What follows belongs to an exercise in optimizing a design on an open flow for small area; a production flow would make more cautious choices. The RTL was checked by simulation tests, not by an equivalence proof against the original design. Power figures rest on the tool's default switching activity, not on a simulated workload. No driver is modelled on the clock port, so clocking that relies on it looks cheaper here than on a real chip.

===== design/flow/design.v =====
module mkGreyscale(rgb_in, gry_out);
  input  [23 : 0] rgb_in;
  output [7 : 0] gry_out;
  wire [7 : 0] r = rgb_in[23:16], g = rgb_in[15:8], b = rgb_in[7:0];
  wire [8 : 0] c1, c2;
  wire [7 : 0] s1, s2;
  assign c1[1] = g[0] & b[0];
  genvar i;
  generate
    for (i = 1; i < 8; i = i + 1) begin : add1
      assign s1[i]   = g[i] ^ b[i] ^ c1[i];
      assign c1[i+1] = (g[i] & b[i]) | (c1[i] & (g[i] ^ b[i]));
    end
  endgenerate
  wire [7 : 0] h = {c1[8], s1[7:1]};
  assign c2[1] = h[0] & r[0];
  generate
    for (i = 1; i < 8; i = i + 1) begin : add2
      assign s2[i]   = h[i] ^ r[i] ^ c2[i];
      assign c2[i+1] = (h[i] & r[i]) | (c2[i] & (h[i] ^ r[i]));
    end
  endgenerate
  assign gry_out = {c2[8], s2[7:1]};
endmodule
module mkThreshold(gry_in, threshold, bin_out);
  input  [7 : 0] gry_in;
  input  [7 : 0] threshold;
  output bin_out;
  wire [8 : 0] c;
  assign c[0] = 1'b1;
  genvar i;
  generate
    for (i = 0; i < 8; i = i + 1) begin : cmp
      assign c[i+1] = (gry_in[i] & ~threshold[i]) | (c[i] & (gry_in[i] | ~threshold[i]));
    end
  endgenerate
  assign bin_out = c[8];
endmodule
module mkBlur(CLK, RST_N, ready, seen, working, sh, sh_n, phase, bin_in, blur_out);
  input  CLK;
  input  RST_N;
  input  ready;
  input  seen;
  input  working;
  input  sh;
  input  sh_n;
  input  phase;
  input  bin_in;
  output [3 : 0] blur_out;
  reg [638 : 0] lastRow;
  reg [1 : 0]   lastPxl;
  wire row_bit = sh && seen && (lastRow[638] ^ phase);
  assign blur_out = working ? { row_bit, lastPxl, bin_in } :
                    ready   ? {4{bin_in}} : 4'd0;
  always @(posedge CLK)
  begin
    lastRow <= ~((lastRow | {639{sh}}) &
                 ({lastRow[637 : 0], bin_in ^ phase} | {639{sh_n}}));
    if (!RST_N)
      lastPxl <= 2'd0;
    else if (working)
      lastPxl <= { bin_in, lastPxl[1] };
  end
endmodule
module mkEdge(CLK, ready, seen, working, sh, sh_n, phase, vde, bin_in, bin_out);
  input  CLK;
  input  ready;
  input  seen;
  input  working;
  input  sh;
  input  sh_n;
  input  phase;
  input  vde;
  input  bin_in;
  output bin_out;
  reg [638 : 0] lastRow;
  wire row_bit = sh && seen && (lastRow[638] ^ phase);
  assign bin_out = ready && (working ? (vde && row_bit && !bin_in) : bin_in);
  always @(posedge CLK)
    lastRow <= ~((lastRow | {639{sh}}) &
                 ({lastRow[637 : 0], bin_in ^ phase} | {639{sh_n}}));
endmodule
module mkMix(CLK,
	     RST_N,
	     bin_in,
	     rgb_in,
	     rgb_out);
  input  CLK;
  input  RST_N;
  input  bin_in;
  input  [23 : 0] rgb_in;
  output [23 : 0] rgb_out;
  wire [23 : 0] rgb_out;
  wire [7 : 0] blue__wget, green__wget, red__wget;
  assign rgb_out = { red__wget, green__wget, blue__wget } ;
  assign red__wget = bin_in ? 8'd255 : { 2'd0, rgb_in[23:18] } ;
  assign green__wget = bin_in ? 8'd255 : { 2'd0, rgb_in[15:10] } ;
  assign blue__wget = bin_in ? 8'd255 : { 2'd0, rgb_in[7:2] } ;
endmodule   
module filters
(
	CLK,
	RST,
	HSync,
	VDE,
	Display,
	RGBin,
	Threshold,
	ProcessOut,
	DisplayOut
);
input         CLK;
input         RST;
input         HSync;
input         VDE;
input  [ 5:0] Display;
input  [23:0] RGBin;
input  [ 7:0] Threshold;
output        ProcessOut;
output [23:0] DisplayOut;
	wire [ 7:0] greyOut;
	wire        thresh1Out;
	wire [ 3:0] blur4;
	wire [ 7:0] blurOut = {2{blur4}};
	wire        thresh2Out = &blur4;
	wire        edgeOut;
	wire [23:0] mixOut;
	reg hSyncLast, hSyncLast2, hClk;
	always @(posedge CLK)
	begin
		hSyncLast  <= VDE;
		hSyncLast2 <= hSyncLast;
		hClk       <= hSyncLast && !hSyncLast2;
	end
	localparam [9:0] X0   = 10'b0000000001;
	localparam [9:0] X320 = 10'b1001100000;
	localparam [9:0] X959 = 10'b0000111000;
	localparam [9:0] X960 = 10'b0001110000;
	localparam [9:0] X961 = 10'b0011100001;
	reg        seen, working, sh, sh_n, phase;
	reg  [9:0] x;
	wire       ready   = |x;
	wire       at320   = x == X320;
	wire       at959   = x == X959;
	wire       at960   = x == X960;
	wire [9:0] x_next  = hClk ? X0 : (x == X961) ? x : {x[8:0], x[9] ^ x[6]};
	wire       sh_next = at320 || (sh && !at959);
	always @(posedge CLK)
	begin
		if (!RST) begin
			seen    <= 1'b0;
			working <= 1'b0;
			sh      <= 1'b0;
			sh_n    <= 1'b1;
			phase   <= 1'b0;
			x       <= 10'd0;
		end else begin
			if (hClk && ready) seen <= 1'b1;
			if (at960) working <= 1'b0;
			else if (at320) working <= 1'b1;
			sh      <= sh_next;
			sh_n    <= !sh_next;
			phase   <= !phase;
			x       <= x_next;
		end
	end
	wire s54   = Display[5] | Display[4];
	wire s3    = !s54 && Display[3];
	wire s2    = !s54 && !Display[3] && Display[2];
	wire s1    = !s54 && !Display[3] && !Display[2] && Display[1];
	wire s0    = !s54 && !Display[3] && !Display[2] && !Display[1] && Display[0];
	wire snone = !s54 && !Display[3] && !Display[2] && !Display[1] && !Display[0];
	wire       common = (s54 && edgeOut) || (s3 && thresh2Out) || (s1 && thresh1Out);
	wire [7:0] chan   = {8{common}} | ({8{s2}} & blurOut) | ({8{s0}} & greyOut);
	assign ProcessOut = chan[7] || (snone && greyOut[7]);
	assign DisplayOut = {3{chan}} | ({24{snone}} & RGBin) |
	                    ({24{Display[5]}} & {2'b00, RGBin[23:18], 2'b00, RGBin[15:10], 2'b00, RGBin[7:2]});
	mkGreyscale Greyscale (
		.rgb_in     (RGBin),
		.gry_out    (greyOut)
	);
	mkThreshold Threshold1 (
		.threshold  (Threshold),
		.gry_in     (greyOut),
		.bin_out    (thresh1Out)
	);
	mkBlur Blur (
		.CLK        (CLK),
		.RST_N      (RST),
		.ready      (ready),
		.seen       (seen),
		.working    (working),
		.sh         (sh),
		.sh_n       (sh_n),
		.phase      (phase),
		.bin_in     (thresh1Out),
		.blur_out   (blur4)
	);
	mkEdge Edge (
		.CLK        (CLK),
		.ready      (ready),
		.seen       (seen),
		.working    (working),
		.sh         (sh),
		.sh_n       (sh_n),
		.phase      (phase),
		.vde        (VDE),
		.bin_in     (thresh2Out),
		.bin_out    (edgeOut)
	);
	mkMix Mix (
		.bin_in     (edgeOut),
		.rgb_in     (RGBin),
		.rgb_out    (mixOut)
	);
endmodule

===== design/flow/flow/run.sh =====
#!/bin/bash
# The standard layout (standard.sh) with three changes:
#  - after the standard synthesis, the combinational logic is mapped again
#    by ABC for area (flow/reopt.tcl); the flip-flops are left as they are;
#  - the ports are buffered with the smallest buffer cell, buf_1, instead of
#    the cell buffer_ports picks by default;
#  - clock tree synthesis puts up to 33 flip-flops (within 90 um) on each
#    leaf clkbuf_16, uses clkbuf_8 for the root and the few buffers above
#    the leaves, and inserts no dummy loads.
# Each tool's full output goes to a log file in this folder (synth.log,
# reopt.log, equiv.log, standard.log); ORFS writes each step's own log under orfs/logs/.
set -euo pipefail
export BUFFER_PORTS_ARGS="-buffer_cell sky130_fd_sc_hd__buf_1"
export CTS_ARGS="-sink_clustering_enable -repair_clock_nets -buf_list sky130_fd_sc_hd__clkbuf_16 -sink_clustering_size 35 -sink_clustering_max_diameter 100 -root_buf sky130_fd_sc_hd__clkbuf_8 -tree_buf sky130_fd_sc_hd__clkbuf_8 -dont_use_dummy_load"
bash standard.sh synth > synth.log 2>&1
R=orfs/results/$FLOW_PLATFORM/filters/base
cp $R/1_2_yosys.v standard_synth.v
export REOPT_LIB=$FLOW_HOME/platforms/$FLOW_PLATFORM/lib/sky130_fd_sc_hd__tt_025C_1v80.lib
export REOPT_IN=$PWD/standard_synth.v
export REOPT_OUT=$PWD/reopt.v
export REOPT_ABC=$PWD/flow/area.abc
export DONT_USE_CELLS="$(sed -n '/DONT_USE_CELLS += /,/^#/p' $FLOW_HOME/platforms/$FLOW_PLATFORM/config.mk | grep -o 'sky130_fd_sc_hd__[a-z0-9_]*' | tr '\n' ' ')"
# The re-mapped netlist replaces the standard one only if it is proven
# equivalent to it (flow/equiv.tcl).
if yosys -c flow/reopt.tcl > reopt.log 2>&1 && yosys -c flow/equiv.tcl > equiv.log 2>&1; then
  cp reopt.v $R/1_2_yosys.v
  touch $R/1_2_yosys.v
  rm -f $R/1_synth.odb $R/1_synth.sdc
fi
bash standard.sh > standard.log 2>&1

===== design/flow/flow/area.abc =====
strash; &get -n; &deepsyn -T 60; &put; dch -f; amap; topo

===== design/flow/flow/equiv.tcl =====
# Prove that the re-mapped netlist (REOPT_OUT) does what the standard
# synthesis netlist (REOPT_IN) does: both are read with the liberty cell
# functions, and their flip-flops are paired by name.
yosys -import
set lib $::env(REOPT_LIB)
read_liberty -ignore_miss_func $lib
read_verilog $::env(REOPT_IN)
yosys rename $::env(FLOW_TOP) gold
read_verilog $::env(REOPT_OUT)
yosys rename $::env(FLOW_TOP) gate
flatten gold gate
opt_clean
equiv_make gold gate equiv
hierarchy -top equiv
equiv_simple -seq 2
equiv_induct
equiv_status -assert

===== design/flow/flow/reopt.tcl =====
# Re-map the combinational logic of the standard synthesis netlist for area.
# Flip-flops (names, cells and connections), full adders and the line-buffer
# gates are kept as they are; every other cell is read as its liberty
# function and mapped again by ABC with an area-oriented script.
yosys -import
set lib $::env(REOPT_LIB)
set dont_use {}
foreach c $::env(DONT_USE_CELLS) { lappend dont_use -dont_use $c }
read_liberty -ignore_miss_func -overwrite $lib
read_verilog $::env(REOPT_IN)
hierarchy -top $::env(FLOW_TOP)
setattr -mod -set keep_hierarchy 1 sky130_fd_sc_hd__dfxtp_1 sky130_fd_sc_hd__fa_1 sky130_fd_sc_hd__ha_1 sky130_fd_sc_hd__o22ai_1 sky130_fd_sc_hd__conb_1
flatten
simplemap
yosys rename -hide w:_*_.*
opt_clean -purge
select -module $::env(FLOW_TOP)
abc -liberty $lib {*}$dont_use -script $::env(REOPT_ABC)
select -clear
read_liberty -lib -overwrite $lib
opt_clean -purge
splitnets
opt_clean -purge
hilomap -singleton -hicell sky130_fd_sc_hd__conb_1 HI -locell sky130_fd_sc_hd__conb_1 LO
insbuf -buf sky130_fd_sc_hd__buf_4 A X
check
stat -liberty $lib
write_verilog -noattr -noexpr -nohex -nodec $::env(REOPT_OUT)

===== design/flow/standard.sh =====
#!/bin/bash
# synth_recipe.tcl (not shown) runs the flow's synth.tcl, then flattens the netlist and writes it again
# the make line also repeats each setting of config.mk as NAME=value (left out here)
make -C /OpenROAD-flow-scripts/flow DESIGN_CONFIG=/design/flow/config.mk WORK_HOME=/design/flow/orfs CLKGATE_MAP_FILE= SYNTH_SCRIPT=/design/flow/synth_recipe.tcl "${@:-finish}"

===== design/flow/config.mk =====
export PLATFORM = sky130hd
export DESIGN_NAME = filters
export DESIGN_NICKNAME = filters
export VERILOG_FILES = /design/flow/design.v
export SDC_FILE = /design/flow/constraint.sdc
export NUM_CORES = 4
export LEC_CHECK = 0
export CAP_MARGIN = 10
export CORE_MARGIN = 2
export CORE_UTILIZATION = 70
export PLACE_DENSITY = 0.8
export SLEW_MARGIN = 10

===== design/flow/constraint.sdc =====
create_clock -name core_clock -period 12.0 [get_ports {CLK}]
set_input_delay 2.4000 -clock core_clock [delete_from_list [all_inputs] [get_ports {CLK}]]
set_output_delay 2.4000 -clock core_clock [all_outputs]
set_load 0.01 [all_outputs]

==> summary.md, run 1 <==
| Metric | Value |
|---|---|
| Commonest non-fill, non-tap cells in the layout | `dfxtp_1, o22ai_1, buf_1` |
| Worst VDD drop | `0.000211 V` |
| Non-filler cells in the finished layout | `3561` |
| Worst Max-Slew Pin Slew | `1.16 ns` |
| Required time worst endpoint | `9.60 ns` |
| Die area | `approximately 52000 um2` |
| H-tree Lvls | `2` |
| R2R cell count | `4` |
| Port bufs | `between 60 and 70` |
| Max Slew Vio Count | `0` |
| Footprint of the multi-input gates | `about 9000 um2` |
| R2r startpoint | `sh$_SDFF_PN0_` |
| Placed instance count | `3517` |
| CP Launch Type | `primary input` |
| R2R Setup Slk | `~8.4 ns` |
| # IOs | `between 60 and 70` |
| Gr usage total | `20.8%` |
| Pre-antenna DRT Iters | `5` |
| Hold Startpoint | `Blur.lastRow[98]$_DFF_P_` |
| Postcts setup bufs | `0` |
| Overall power | `7.43 mW` |
| Clock tree buffer depth | `3` |
| Core Util, Final | `around 75%` |
| First-pass GRT wire length | `96100 um` |
| Final min period | `11.38 ns` |
| Setup Viol. Count Final | `0` |
| Inserted Clock Buffers | `43` |
| Type of element capturing the critical path | `primary output` |
| Core Rows | `82` |
| Die Ht | `228 um` |
| Most common cell after layout, fill and taps aside | `dfxtp_1` |
| Post-Syn Instances | `2761` |
| Avg Cell Area, Syn | `12.7 um2` |
| Tcrit/Tclk final | `94.8%` |
| CP max FO | `5` |
| Largest net degree at the start of global routing | `285` |
| Synth warn | `3` |
| Clock Latency Late Sink | `between 0.6 and 0.7 ns` |
| Total negative setup slack | `0 ns` |
| DRC Markers | `0` |
| Worst Hold End | `Blur.lastRow[99]$_DFF_P_` |
| Core area | `roughly 50000 um2` |
| CTS tree | `yes` |
| Hold Violations, Final | `0` |
| Starting density of the core | `70.5%` |
| RR Endpoint | `Blur.lastRow[360]$_DFF_P_` |
| Antenna Violating Nets Remaining | `0` |
| Post-CTS resize count | `0` |
| Fill cells | `3291` |
| Sink Count | `1298` |
| Hpwl dp | `30800 um` |
| Routed len/inst | `approximately 15 um` |
| Layout cell share with drive strength beyond 1 | `under 10%` |
| Vias | `between 20000 and 25000` |
| Final #Nets | `2946` |
| Total grt overflow | `0` |
| FF+latch area | `26000 um2` |
| Area Growth Syn to Fin | `6.57%` |
| Placer's final routability congestion estimate | `0.791` |
| Crit path kind | `in2out` |
| Hold crit path type | `reg2reg` |
| PwrDens | `199 nW/um2` |
| Clock Tree Root | `clkbuf_8` |
| Status | `finished clean` |
| Worst slew margin | `~23%` |
| F_max | `87.9 MHz` |
| Synth Net Count | `2817` |
| Final worst-path setup slack | `0.620 ns` |
| DR iter-0 viols | `1506` |
| Cell Area, Synth | `around 35000 um2` |
| Static leakage | `around 14 nW` |
| Initial antenna violation count | `1` |
| Vias per cell | `6.15` |
| Clock Skew | `0.0733 ns` |
| Clock-pin transition on the worst setup and hold timing paths | `0.11 ns` |
| Post-cts hold buffer count | `0` |
| CP arrival | `8.98 ns` |
| Vias in the first global route | `20700` |
| WHS Path Cells | `1` |
| Pre-CTS WS | `0.590 ns` |
| Final WL | `54900 um` |
| Max-cap violation count | `0` |
| Die W | `~230 um` |
| RSZ-0062 raised after global routing | `no` |
-- final cells by class --
class                   count  area share [%]
multi-input cells        1418            24.0
inverters                  45           0.451
diodes                      1         0.00668
clock buffers              43            2.72
well taps                 672            2.25
flip-flops and latches   1298            69.4
repair buffers             84            1.17
-- sequential cells by signal (all words and copies together) (netlist names) --
signal and cells:
phase 1, sh 1, hSyncLast 1, sh_n 1, Edge.lastRow 639, Blur.lastRow 639, hClk 1, seen 1
x 10, hSyncLast2 1, working 1, Blur.lastPxl 2
-- how the worst max path moves through the flow --
stage / depth (start not counted) / to / start / slack, ns
final: 24 / DisplayOut[2] / RGBin[1] / 0.62
after floorplan: 11 / DisplayOut[15] / sh$_SDFF_PN0_ / 0.81
after global placement: 24 / DisplayOut[21] / RGBin[1] / 0.58
after CTS: 24 / DisplayOut[21] / RGBin[1] / 0.56
after global routing: 24 / DisplayOut[21] / RGBin[1] / 0.20
after detailed placement: 24 / DisplayOut[21] / RGBin[1] / 0.59
-- where the power goes --
group          total [mW]  switching (mW)  leakage (nW)  internal, mW
Sequential           5.19           0.305          10.8          4.89
Combinational       0.497           0.189          2.16         0.308
Clock                1.74            1.13         0.504         0.609
-- critical path: stages --
cell	delay, ns
buf_1	0.10
clkinv_1	0.10
fa_1	0.46
fa_1	0.40
fa_1	0.46
fa_1	0.40
fa_1	0.44
fa_1	0.43
fa_1	0.45
fa_1	0.43
fa_1	0.54
o22ai_1	0.19
nor2_1	0.05
a221oi_1	0.28
buf_4	0.19
nor2b_1	0.21
nor4_1	0.07
a31oi_1	0.16
buf_4	0.17
clkinv_1	0.10
a22oi_1	0.29
o21ai_0	0.23
a221o_1	0.30
buf_1	0.13
-- metal layers --
layer	vias up	wire length, um	track usage [%]
li1	11400	-	-
met1	10300	26900	29.7
met2	199	25700	34.2
met3	63	1440	3.09
met4	0	857	4.33
met5	-	0	0
-- metrics by stage --
| step | instance area [um2] | hold WS (ns) |
|---|---|---|
| 2_1_floorplan | 35100 | 0.324 |
| 3_3_place_gp | 36400 | 0.350 |
| 3_5_place_dp | 36400 | 0.352 |
| 4_1_cts | 37400 | 0.359 |
| 5_1_grt | 37400 | 0.359 |
| 6_report | 37400 | 0.359 |
==> run 2: changes to the inputs <==
--- a/design/flow/flow/run.sh
+++ b/design/flow/flow/run.sh
@@ -6,3 +6,3 @@
 #    the cell buffer_ports picks by default;
-#  - clock tree synthesis puts up to 33 flip-flops (within 90 um) on each
+#  - clock tree synthesis puts up to 35 flip-flops (within 100 um) on each
 #    leaf clkbuf_16, uses clkbuf_8 for the root and the few buffers above
==> summary.md, run 2 <==
| Metric | Value |
|---|---|
| Status | `finished clean (unchanged)` |
| Synth warn | `3 (unchanged)` |
| Synth Net Count | `2817 (unchanged)` |
| Pre-antenna DRT Iters | `5 (unchanged)` |
| PwrDens | `199 nW/um2 (unchanged)` |
| CTS tree | `yes (unchanged)` |
| Total grt overflow | `0 (unchanged)` |
| Max-cap violation count | `0 (unchanged)` |
| Cell Area, Synth | `35100 um2 (unchanged)` |
| Placed instance count | `3517 (unchanged)` |
| Worst hold slack | `0.359 ns (unchanged)` |
| Overall power | `7.43 mW (unchanged)` |
| Final min period | `11.38 ns (unchanged)` |
| H-tree Lvls | `2 (unchanged)` |
| Clock Tree Root | `clkbuf_8 (unchanged)` |
| Post-CTS resize count | `0 (unchanged)` |
| Layout cell share with drive strength beyond 1 | `2.22% (unchanged)` |
| Crit-path cells | `buf_1 -> clkinv_1 -> fa_1 -> fa_1 -> fa_1 -> fa_1 -> fa_1 -> fa_1 -> fa_1 -> fa_1 -> fa_1 -> o22ai_1 -> nor2_1 -> a221oi_1 -> buf_4 -> nor2b_1 -> nor4_1 -> a31oi_1 -> buf_4 -> clkinv_1 -> a22oi_1 -> o21ai_0 -> a221o_1 -> buf_1 (unchanged)` |
| Antenna Violating Nets Remaining | `0 (unchanged)` |
| Vias in the first global route | `20700 (unchanged)` |
| Top Registers | `Blur.lastRow (639), Edge.lastRow (639), x (10) (unchanged)` |
| Vias | `21900 (unchanged)` |
| Vias per cell | `6.15 (unchanged)` |
| CP max FO | `5 (unchanged)` |
| Port bufs | `65 (unchanged)` |
| Total negative setup slack | `0 ns (unchanged)` |
| Starting density of the core | `70.5% (unchanged)` |
| F_max | `87.9 MHz (unchanged)` |
| First-pass GRT wire length | `96100 um (unchanged)` |
| Postcts setup bufs | `0 (unchanged)` |
| Fill cells | `3291 (unchanged)` |
| Area Growth Syn to Fin | `6.57% (unchanged)` |
| Routed len/inst | `15.4 um (unchanged)` |
| Commonest non-fill, non-tap cells in the layout | `dfxtp_1, o22ai_1, buf_1 (unchanged)` |
| DRC Markers | `0 (unchanged)` |
| Pre-CTS WS | `0.590 ns (unchanged)` |
| Crit path kind | `in2out (unchanged)` |
| Clock tree buffer depth | `3 (unchanged)` |
| Final instance area | `37400 um2 (unchanged)` |
| Most used cell along the critical path | `fa_1 (unchanged)` |
| Core area | `49900 um2 (unchanged)` |
| Gr usage total | `20.8% (unchanged)` |
| Required time worst endpoint | `9.60 ns (about the same)` |
| Hpwl dp | `30800 um (unchanged)` |
| CP arrival | `8.98 ns (about the same)` |
| Post-cts hold buffer count | `0 (unchanged)` |
| Final worst-path setup slack | `0.620 ns (unchanged)` |
| Footprint of the multi-input gates | `8980 um2 (unchanged)` |
| Hold crit path type | `reg2reg (unchanged)` |
| Sink Count | `1298 (unchanged)` |
| Post-Syn Instances | `2761 (unchanged)` |
| Largest net degree at the start of global routing | `285 (unchanged)` |
| Die area | `52000 um2 (unchanged)` |
| Crit-path slowest cell | `fa_1 (unchanged)` |
| Placer's final routability congestion estimate | `0.791 (unchanged)` |
| CP Launch Type | `primary input (unchanged)` |
| DR iter-0 viols | `1506 (unchanged)` |
| Die W | `228 um (unchanged)` |
| Static leakage | `13.5 nW (unchanged)` |
| Worst slew margin | `22.9% (unchanged)` |
| Core Util, Final | `75.1% (unchanged)` |
| Type of element capturing the critical path | `primary output (unchanged)` |
| FF+latch area | `26000 um2 (unchanged)` |
| Worst Max-Slew Pin Slew | `1.16 ns (unchanged)` |
| Core Rows | `82 (unchanged)` |
| Area after DPL | `36400 um2 (unchanged)` |
| Clock Latency Late Sink | `0.68 ns (about the same)` |
| Non-filler cells in the finished layout | `3561 (unchanged)` |
| Clock Skew | `0.0733 ns (unchanged)` |
| Clock-pin transition on the worst setup and hold timing paths | `0.11 ns (about the same)` |
| Max Slew Vio Count | `0 (unchanged)` |
| Setup Viol. Count Final | `0 (unchanged)` |
| RSZ-0062 raised after global routing | `no (unchanged)` |
| Most common cell after layout, fill and taps aside | `dfxtp_1 (unchanged)` |
| Hold Violations, Final | `0 (unchanged)` |
| Initial antenna violation count | `1 (unchanged)` |
| Inserted Clock Buffers | `43 (unchanged)` |
| Final WL | `54900 um (unchanged)` |
| # IOs | `67 (unchanged)` |
| Final #Nets | `2946 (unchanged)` |
| Worst VDD drop | `0.000211 V (unchanged)` |
| Max incr delay on CP | `0.54 ns (about the same)` |
| Die Ht | `228 um (unchanged)` |
| Avg Cell Area, Syn | `12.7 um2 (unchanged)` |
| Tcrit/Tclk final | `94.8% (unchanged)` |
[run 2: cell counts in the layout (fill, tap and decap cells not counted)]
Identical to the previous run, type by type.
[run 2: cell type report]
cell class                      instances  share of cell area, %
Antenna cell                            1                0.00668
Sequential cell                      1298                   69.4
Multi-Input combinational cell       1418                   24.0
Tap cell                              672                   2.25
Inverter                               45                  0.451
Clock buffer                           43                   2.72
Timing Repair Buffer                   84                   1.17
[run 2: worst paths after layout]
path | start | endpoint | slack, ns | cells past startpoint
worst min register to register | Blur.lastRow[98]$_DFF_P_ | Blur.lastRow[99]$_DFF_P_ | 0.36 | 1
worst max register to register | sh$_SDFF_PN0_ | Blur.lastRow[360]$_DFF_P_ | 8.43 | 4
worst min-delay path | Blur.lastRow[98]$_DFF_P_ | Blur.lastRow[99]$_DFF_P_ | 0.36 | 1
worst max-delay path | RGBin[1] | DisplayOut[2] | 0.62 | 24
[run 2: where the power goes]
group / total [mW] / leakage [nW] / switching [mW] / internal [mW]
Combinational: 0.497 / 2.16 / 0.189 / 0.308
Sequential: 5.19 / 10.8 / 0.305 / 4.89
Clock: 1.74 / 0.504 / 1.13 / 0.609
Total: 7.43 / 13.5 / 1.63 / 5.81
[run 2: critical path, delay by kind of cell]
kind	cells	cell delay (ns)
fa+ha+maj	9	4.01
simple gates	3	0.33
buf+inv	6	0.79
compound gates	6	1.45
[run 2: per-layer routing]
layer / share of wire, % / up-vias / global-route usage [%]
li1: - / 11400 / -
met1: 49 / 10300 / 29.7
met2: 47 / 199 / 34.2
met3: 2.6 / 63 / 3.09
met4: 1.6 / 0 / 4.33
met5: 0 / - / 0

[static timing again, ports no longer ideal]
No port has a modelled driver above. Below, the same layouts with a new extraction and two added sets of constraints. Step 1: set_driving_cell puts a clkbuf_16 on CLK and a buf_2 on each other input, an assumption about the parent block. Step 2 moves the port delays by t, midway between the first and last clock arrival at a register: inputs arrive t later, outputs are due t later. That takes back most of the time a late clock gives input paths. Three values: no drivers, after step 1, after step 2; two values: the first two.
| run | shift t [ns] | slack for setup (ns) | worst setup path after step 2 | worst data-port slew with drivers (ns) |
|---|---|---|---|---|
| run 1 | 0.727 | 0.620 / 0.596 / 0.596 | input to output | 0.05 |
| run 2 | 0.727 | 0.620 / 0.596 / 0.596 | input to output | 0.05 |
After both steps every run listed still meets setup and hold.
